Source: an optimization exercise on an open RTL-to-GDS flow (aim: a short achievable clock period and low power). Production flows keep margins and buffers that such runs may drop.
Power is estimated from default activity; no workload was simulated.

==> job 9533 <==
==> flow/design.v <==
`timescale 1ns / 1ps
module mac_iso (
    input en,
    input [7:0] a, input [7:0] b,
    output [7:0] ya, output [7:0] yb
);
    assign ya = a & {8{en}};
    assign yb = b & {8{en}};
endmodule
module mac_axi4s (
    input clk, input reset, input en,
    input [7:0] data, input [7:0] weight,
    output [15:0] acc
);
    wire [7:0] d, w;
    mac_iso iso (.en(en), .a(data), .b(weight), .ya(d), .yb(w));
    reg [15:0] s;
    reg [2:0] c;
    wire [7:0] pp0 = d & {8{w[0]}};
    wire [7:0] pp1 = d & {8{w[1]}};
    wire [7:0] pp2 = d & {8{w[2]}};
    wire [7:0] pp3 = d & {8{w[3]}};
    wire [7:0] pp4 = d & {8{w[4]}};
    wire [7:0] pp5 = d & {8{w[5]}};
    wire [7:0] pp6 = d & {8{w[6]}};
    wire [7:0] pp7 = d & {8{w[7]}};
    wire t1 = pp0[4] ^ pp1[3];
    wire u2 = pp0[4] & pp1[3];
    wire t3 = pp0[5] ^ pp1[4] ^ pp2[3];
    wire u4 = (pp0[5] & pp1[4]) | (pp0[5] & pp2[3]) | (pp1[4] & pp2[3]);
    wire t5 = pp0[6] ^ pp1[5] ^ pp2[4];
    wire u6 = (pp0[6] & pp1[5]) | (pp0[6] & pp2[4]) | (pp1[5] & pp2[4]);
    wire t7 = pp3[3] ^ pp4[2];
    wire u8 = pp3[3] & pp4[2];
    wire t9 = pp0[7] ^ pp1[6] ^ pp2[5];
    wire u10 = (pp0[7] & pp1[6]) | (pp0[7] & pp2[5]) | (pp1[6] & pp2[5]);
    wire t11 = pp3[4] ^ pp4[3] ^ pp5[2];
    wire u12 = (pp3[4] & pp4[3]) | (pp3[4] & pp5[2]) | (pp4[3] & pp5[2]);
    wire t13 = pp6[1] ^ pp7[0];
    wire u14 = pp6[1] & pp7[0];
    wire t15 = pp1[7] ^ pp2[6] ^ pp3[5];
    wire u16 = (pp1[7] & pp2[6]) | (pp1[7] & pp3[5]) | (pp2[6] & pp3[5]);
    wire t17 = pp4[4] ^ pp5[3] ^ pp6[2];
    wire u18 = (pp4[4] & pp5[3]) | (pp4[4] & pp6[2]) | (pp5[3] & pp6[2]);
    wire t19 = pp7[1] ^ s[8] ^ c[1];
    wire u20 = (pp7[1] & s[8]) | (pp7[1] & c[1]) | (s[8] & c[1]);
    wire t21 = pp2[7] ^ pp3[6] ^ pp4[5];
    wire u22 = (pp2[7] & pp3[6]) | (pp2[7] & pp4[5]) | (pp3[6] & pp4[5]);
    wire t23 = pp5[4] ^ pp6[3] ^ pp7[2];
    wire u24 = (pp5[4] & pp6[3]) | (pp5[4] & pp7[2]) | (pp6[3] & pp7[2]);
    wire t25 = pp3[7] ^ pp4[6] ^ pp5[5];
    wire u26 = (pp3[7] & pp4[6]) | (pp3[7] & pp5[5]) | (pp4[6] & pp5[5]);
    wire t27 = pp0[3] ^ pp1[2];
    wire u28 = pp0[3] & pp1[2];
    wire t29 = t1 ^ pp2[2] ^ pp3[1];
    wire u30 = (t1 & pp2[2]) | (t1 & pp3[1]) | (pp2[2] & pp3[1]);
    wire t31 = pp4[0] ^ s[4];
    wire u32 = pp4[0] & s[4];
    wire t33 = u2 ^ t3 ^ pp3[2];
    wire u34 = (u2 & t3) | (u2 & pp3[2]) | (t3 & pp3[2]);
    wire t35 = pp4[1] ^ pp5[0] ^ s[5];
    wire u36 = (pp4[1] & pp5[0]) | (pp4[1] & s[5]) | (pp5[0] & s[5]);
    wire t37 = u4 ^ t5 ^ t7;
    wire u38 = (u4 & t5) | (u4 & t7) | (t5 & t7);
    wire t39 = pp5[1] ^ pp6[0] ^ s[6];
    wire u40 = (pp5[1] & pp6[0]) | (pp5[1] & s[6]) | (pp6[0] & s[6]);
    wire t41 = u6 ^ u8 ^ t9;
    wire u42 = (u6 & u8) | (u6 & t9) | (u8 & t9);
    wire t43 = t11 ^ t13 ^ s[7];
    wire u44 = (t11 & t13) | (t11 & s[7]) | (t13 & s[7]);
    wire t45 = u10 ^ u12 ^ u14;
    wire u46 = (u10 & u12) | (u10 & u14) | (u12 & u14);
    wire t47 = t15 ^ t17 ^ t19;
    wire u48 = (t15 & t17) | (t15 & t19) | (t17 & t19);
    wire t49 = u16 ^ u18 ^ u20;
    wire u50 = (u16 & u18) | (u16 & u20) | (u18 & u20);
    wire t51 = t21 ^ t23 ^ s[9];
    wire u52 = (t21 & t23) | (t21 & s[9]) | (t23 & s[9]);
    wire t53 = u22 ^ u24 ^ t25;
    wire u54 = (u22 & u24) | (u22 & t25) | (u24 & t25);
    wire t55 = pp6[4] ^ pp7[3] ^ s[10];
    wire u56 = (pp6[4] & pp7[3]) | (pp6[4] & s[10]) | (pp7[3] & s[10]);
    wire t57 = u26 ^ pp4[7] ^ pp5[6];
    wire u58 = (u26 & pp4[7]) | (u26 & pp5[6]) | (pp4[7] & pp5[6]);
    wire t59 = pp6[5] ^ pp7[4] ^ s[11];
    wire u60 = (pp6[5] & pp7[4]) | (pp6[5] & s[11]) | (pp7[4] & s[11]);
    wire t61 = pp5[7] ^ pp6[6] ^ pp7[5];
    wire u62 = (pp5[7] & pp6[6]) | (pp5[7] & pp7[5]) | (pp6[6] & pp7[5]);
    wire t63 = s[12] ^ c[2];
    wire u64 = s[12] & c[2];
    wire t65 = pp6[7] ^ pp7[6];
    wire u66 = pp6[7] & pp7[6];
    wire t67 = pp0[2] ^ pp1[1];
    wire u68 = pp0[2] & pp1[1];
    wire t69 = t27 ^ pp2[1] ^ pp3[0];
    wire u70 = (t27 & pp2[1]) | (t27 & pp3[0]) | (pp2[1] & pp3[0]);
    wire t71 = u28 ^ t29 ^ t31;
    wire u72 = (u28 & t29) | (u28 & t31) | (t29 & t31);
    wire t73 = u30 ^ u32 ^ t33;
    wire u74 = (u30 & u32) | (u30 & t33) | (u32 & t33);
    wire t75 = u34 ^ u36 ^ t37;
    wire u76 = (u34 & u36) | (u34 & t37) | (u36 & t37);
    wire t77 = u38 ^ u40 ^ t41;
    wire u78 = (u38 & u40) | (u38 & t41) | (u40 & t41);
    wire t79 = u42 ^ u44 ^ t45;
    wire u80 = (u42 & u44) | (u42 & t45) | (u44 & t45);
    wire t81 = u46 ^ u48 ^ t49;
    wire u82 = (u46 & u48) | (u46 & t49) | (u48 & t49);
    wire t83 = u50 ^ u52 ^ t53;
    wire u84 = (u50 & u52) | (u50 & t53) | (u52 & t53);
    wire t85 = u54 ^ u56 ^ t57;
    wire u86 = (u54 & u56) | (u54 & t57) | (u56 & t57);
    wire t87 = u58 ^ u60 ^ t61;
    wire u88 = (u58 & u60) | (u58 & t61) | (u60 & t61);
    wire t89 = u62 ^ u64 ^ t65;
    wire u90 = (u62 & u64) | (u62 & t65) | (u64 & t65);
    wire t91 = u66 ^ pp7[7];
    wire u92 = u66 & pp7[7];
    wire t93 = pp0[1] ^ pp1[0];
    wire u94 = pp0[1] & pp1[0];
    wire t95 = t67 ^ pp2[0] ^ s[2];
    wire u96 = (t67 & pp2[0]) | (t67 & s[2]) | (pp2[0] & s[2]);
    wire t97 = u68 ^ t69 ^ s[3];
    wire u98 = (u68 & t69) | (u68 & s[3]) | (t69 & s[3]);
    wire t99 = u70 ^ t71 ^ c[0];
    wire u100 = (u70 & t71) | (u70 & c[0]) | (t71 & c[0]);
    wire t101 = u72 ^ t73 ^ t35;
    wire u102 = (u72 & t73) | (u72 & t35) | (t73 & t35);
    wire t103 = u74 ^ t75 ^ t39;
    wire u104 = (u74 & t75) | (u74 & t39) | (t75 & t39);
    wire t105 = u76 ^ t77 ^ t43;
    wire u106 = (u76 & t77) | (u76 & t43) | (t77 & t43);
    wire t107 = u78 ^ t79 ^ t47;
    wire u108 = (u78 & t79) | (u78 & t47) | (t79 & t47);
    wire t109 = u80 ^ t81 ^ t51;
    wire u110 = (u80 & t81) | (u80 & t51) | (t81 & t51);
    wire t111 = u82 ^ t83 ^ t55;
    wire u112 = (u82 & t83) | (u82 & t55) | (t83 & t55);
    wire t113 = u84 ^ t85 ^ t59;
    wire u114 = (u84 & t85) | (u84 & t59) | (t85 & t59);
    wire t115 = u86 ^ t87 ^ t63;
    wire u116 = (u86 & t87) | (u86 & t63) | (t87 & t63);
    wire t117 = u88 ^ t89 ^ s[13];
    wire u118 = (u88 & t89) | (u88 & s[13]) | (t89 & s[13]);
    wire t119 = u90 ^ t91 ^ s[14];
    wire u120 = (u90 & t91) | (u90 & s[14]) | (t91 & s[14]);
    wire t121 = u92 ^ s[15];
    wire u122 = u92 & s[15];
    wire [15:0] x = {u120, u118, u116, u114, u112, u110, u108, u106, u104, u102, u100, u98, u96, u94, t93, pp0[0]};
    wire [15:0] y = {t121, t119, t117, t115, t113, t111, t109, t107, t105, t103, t101, t99, t97, t95, s[1], s[0]};
    wire [4:0] blk0 = {1'b0, x[3:0]} + {1'b0, y[3:0]};
    wire [4:0] blk1 = {1'b0, x[7:4]} + {1'b0, y[7:4]};
    wire [4:0] blk2 = {1'b0, x[11:8]} + {1'b0, y[11:8]};
    wire [4:0] blk3 = {1'b0, x[15:12]} + {1'b0, y[15:12]};
    wire [15:0] s_next = {blk3[3:0], blk2[3:0], blk1[3:0], blk0[3:0]};
    wire [2:0] c_next = {blk2[4], blk1[4], blk0[4]};
    assign acc = s + ({15'd0, c[0]} << 4) + ({15'd0, c[1]} << 8) + ({15'd0, c[2]} << 12);
    always @(posedge clk)
        if (!reset) begin
            s <= 16'd0;
            c <= 0;
        end else if (en) begin
            s <= s_next;
            c <= c_next;
        end
endmodule
`timescale 1ns / 1ps
module macs_axi4s #(
    parameter NUM_MACS = 8
) (
    input reset,
    input clk,
    input wire s_axis_tvalid,
    output reg s_axis_tready,
    input wire [127:0] s_axis_tdata,
    output wire [127:0] m_axis_tdata,
    output reg m_axis_tvalid,
    input wire m_axis_tready,
    input wire [15:0] s_axis_tkeep,
    output wire [15:0] m_axis_tkeep,
    input wire s_axis_tlast,
    output reg m_axis_tlast
);
    assign m_axis_tkeep = 16'hffff;
    always @(posedge clk) begin
        m_axis_tlast <= s_axis_tlast;
        if (!reset) begin
            s_axis_tready <= 1'b0;
            m_axis_tvalid <= 1'b0;
        end else begin
            s_axis_tready <= m_axis_tready;
            m_axis_tvalid <= s_axis_tvalid;
        end
    end
    wire en = s_axis_tvalid & m_axis_tready & reset;
    genvar i;
    generate
        for (i = 0; i < NUM_MACS; i = i + 1) begin : lane
            mac_axi4s mac_i (.clk(clk), .reset(reset), .en(en),
                .data(s_axis_tdata[16*i +: 8]), .weight(s_axis_tdata[16*i+8 +: 8]),
                .acc(m_axis_tdata[16*i +: 16]));
        end
    endgenerate
endmodule
==> flow/run.sh <==
#!/bin/bash
# synth_recipe.tcl (not shown) runs the flow's synth.tcl, then flattens the netlist and writes it again
# the make line also repeats each setting of config.mk as NAME=value (left out here)
make -C /OpenROAD-flow-scripts/flow DESIGN_CONFIG=/design/flow/config.mk WORK_HOME=/design/flow/orfs CLKGATE_MAP_FILE= SYNTH_SCRIPT=/design/flow/synth_recipe.tcl finish
==> flow/config.mk <==
export PLATFORM = sky130hd
export DESIGN_NAME = macs_axi4s
export DESIGN_NICKNAME = macs_axi4s
export VERILOG_FILES = /design/flow/design.v
export SDC_FILE = /design/flow/constraint.sdc
export NUM_CORES = 4
export LEC_CHECK = 0
export CAP_MARGIN = 20
export CORE_MARGIN = 2
export CORE_UTILIZATION = 40
export CTS_BUF_LIST = sky130_fd_sc_hd__clkbuf_4 sky130_fd_sc_hd__clkbuf_8
export SETUP_SLACK_MARGIN = 0.3
export SLEW_MARGIN = 20
export SYNTH_HIERARCHICAL = 1
==> flow/constraint.sdc <==
create_clock -name core_clock -period 5.0 [get_ports {clk}]
set_input_delay 1.0000 -clock core_clock [delete_from_list [all_inputs] [get_ports {clk}]]
set_output_delay 1.0000 -clock core_clock [all_outputs]
set_load 0.01 [all_outputs]
==> inputs of job 6309, as changes to job 9533 <==
--- a/flow/design.v
+++ b/flow/design.v
@@ -1,4 +1,10 @@
 `timescale 1ns / 1ps
+module mac_en (
+    input s_axis_tvalid, input m_axis_tready, input reset,
+    output en
+);
+    assign en = s_axis_tvalid & m_axis_tready & reset;
+endmodule
 module mac_iso (
     input en,
     input [7:0] a, input [7:0] b,
@@ -8,11 +14,14 @@
     assign yb = b & {8{en}};
 endmodule
 module mac_axi4s (
-    input clk, input reset, input en,
+    input clk, input reset,
+    input s_axis_tvalid, input m_axis_tready,
     input [7:0] data, input [7:0] weight,
     output [15:0] acc
 );
+    wire en;
     wire [7:0] d, w;
+    mac_en acc_en (.s_axis_tvalid(s_axis_tvalid), .m_axis_tready(m_axis_tready), .reset(reset), .en(en));
     mac_iso iso (.en(en), .a(data), .b(weight), .ya(d), .yb(w));
     reg [15:0] s;
     reg [2:0] c;
@@ -172,8 +181,8 @@
     input clk,
     input wire s_axis_tvalid,
     output reg s_axis_tready,
-    input wire [127:0] s_axis_tdata,
-    output wire [127:0] m_axis_tdata,
+    input wire [127:0] s_axis_tdata,    
+    output wire [127:0] m_axis_tdata,   
     output reg m_axis_tvalid,
     input wire m_axis_tready,
     input wire [15:0] s_axis_tkeep,
@@ -192,11 +201,12 @@
             m_axis_tvalid <= s_axis_tvalid;
         end
     end
-    wire en = s_axis_tvalid & m_axis_tready & reset;
     genvar i;
     generate
         for (i = 0; i < NUM_MACS; i = i + 1) begin : lane
-            mac_axi4s mac_i (.clk(clk), .reset(reset), .en(en),
+            mac_axi4s mac_i (
+                .clk(clk), .reset(reset),
+                .s_axis_tvalid(s_axis_tvalid), .m_axis_tready(m_axis_tready),
                 .data(s_axis_tdata[16*i +: 8]), .weight(s_axis_tdata[16*i+8 +: 8]),
                 .acc(m_axis_tdata[16*i +: 16]));
         end
==> flow/flow/run.sh (new file) <==
#!/bin/bash
# Own layout flow: the standard flow, run in two parts.
#  1. the standard synthesis, unchanged;
#  2. the rest of the standard flow, with clock tree synthesis told not to add dummy
#     load cells (they only balance the tree and burn clock power).
# Each part's full output goes to its own log file in the work folder.
set -euo pipefail
bash standard.sh synth > flow_synth.log 2>&1
CTS="-sink_clustering_enable -repair_clock_nets -dont_use_dummy_load"
CTS="$CTS -buf_list {sky130_fd_sc_hd__clkbuf_4 sky130_fd_sc_hd__clkbuf_8}"
bash standard.sh "CTS_ARGS=$CTS" finish > flow_layout.log 2>&1
==> flow/standard.sh (new file) <==
#!/bin/bash
# synth_recipe.tcl (not shown) runs the flow's synth.tcl, then flattens the netlist and writes it again
# the make line also repeats each setting of config.mk as NAME=value (left out here)
make -C /OpenROAD-flow-scripts/flow DESIGN_CONFIG=/design/flow/config.mk WORK_HOME=/design/flow/orfs CLKGATE_MAP_FILE= SYNTH_SCRIPT=/design/flow/synth_recipe.tcl "${@:-finish}"
- SETUP_SLACK_MARGIN: 0.3 -> 1.0
removed: flow/run.sh
==> run notes <==
status = no timing/DRC/antenna violations
largest net degree at the start of global routing = 88
Leak = 15.6 nW
max_slew headroom = 44.8%
worst-path cell chain = buf_16 > buf_12 > buf_12 > and3_4 > and2_4 > and2_4 > fa_1 > inv_1 > fa_1 > fa_1 > inv_1 > fa_1 > inv_2 > fa_2 > nor2b_4 > nor3_2 > a21oi_2 > nor2b_1
Die Y = 260 um
via count = 20.7k
Power Density = 86.0 nW/um2
final core occ = 53.3%
post-route cell area = 34400 um2
sequential area share after synthesis = 11.9%
NetSw = 949 uW
Worst-path clk slew = 0.10 ns
Clk Latency, worst-skew pair = 0.58 ns
# the run above: job 6309

==> run notes <==
Leak = 14.5 nW
sequential area share after synthesis = 11.9%
final core occ = 48.7%
via count = 19.9k
max_slew headroom = 48.2%
Die Y = 259 um
status = no timing/DRC/antenna violations
Worst-path clk slew = 0.09 ns
post-route cell area = 31400 um2
Clk Latency, worst-skew pair = 0.59 ns
# the run above: job 9533

Function was not checked in any run of this note: the RTL went through the layout flow alone.

afterwards: timing with drivers on the ports:
The flow's constraints put no driver on any port. The routed layouts listed below were extracted and timed again, unchanged, in two steps. Step 1 sets driving cells, clkbuf_16 on the clock port and buf_2 on the other inputs (assumed; they add their load-dependent delay and slew). Step 2 moves the port delays by t, midway between the first and last clock arrival at a register: inputs arrive t later, outputs are due t later. That takes back most of the time a late clock gives input paths. Three values: no drivers, after step 1, after step 2; two values: the first two.
run	shift t [ns]	slack for setup (ns)	worst hold slack (ns)	latest minus earliest clock arrival (ns)
job 9533	0.625	0.362 / 0.351 / -0.274	0.512 / 0.512 / 0.512	0.031 / 0.032
job 6309	0.619	0.585 / 0.585 / -0.034	0.517 / 0.517 / 0.517	0.039 / 0.040
With both steps, setup timing fails in job 9533 and job 6309, where it was met with ideal ports. For job 9533, which loses most, drivers alone change the setup slack by -0.011 ns; drivers and shift together by -0.636 ns.
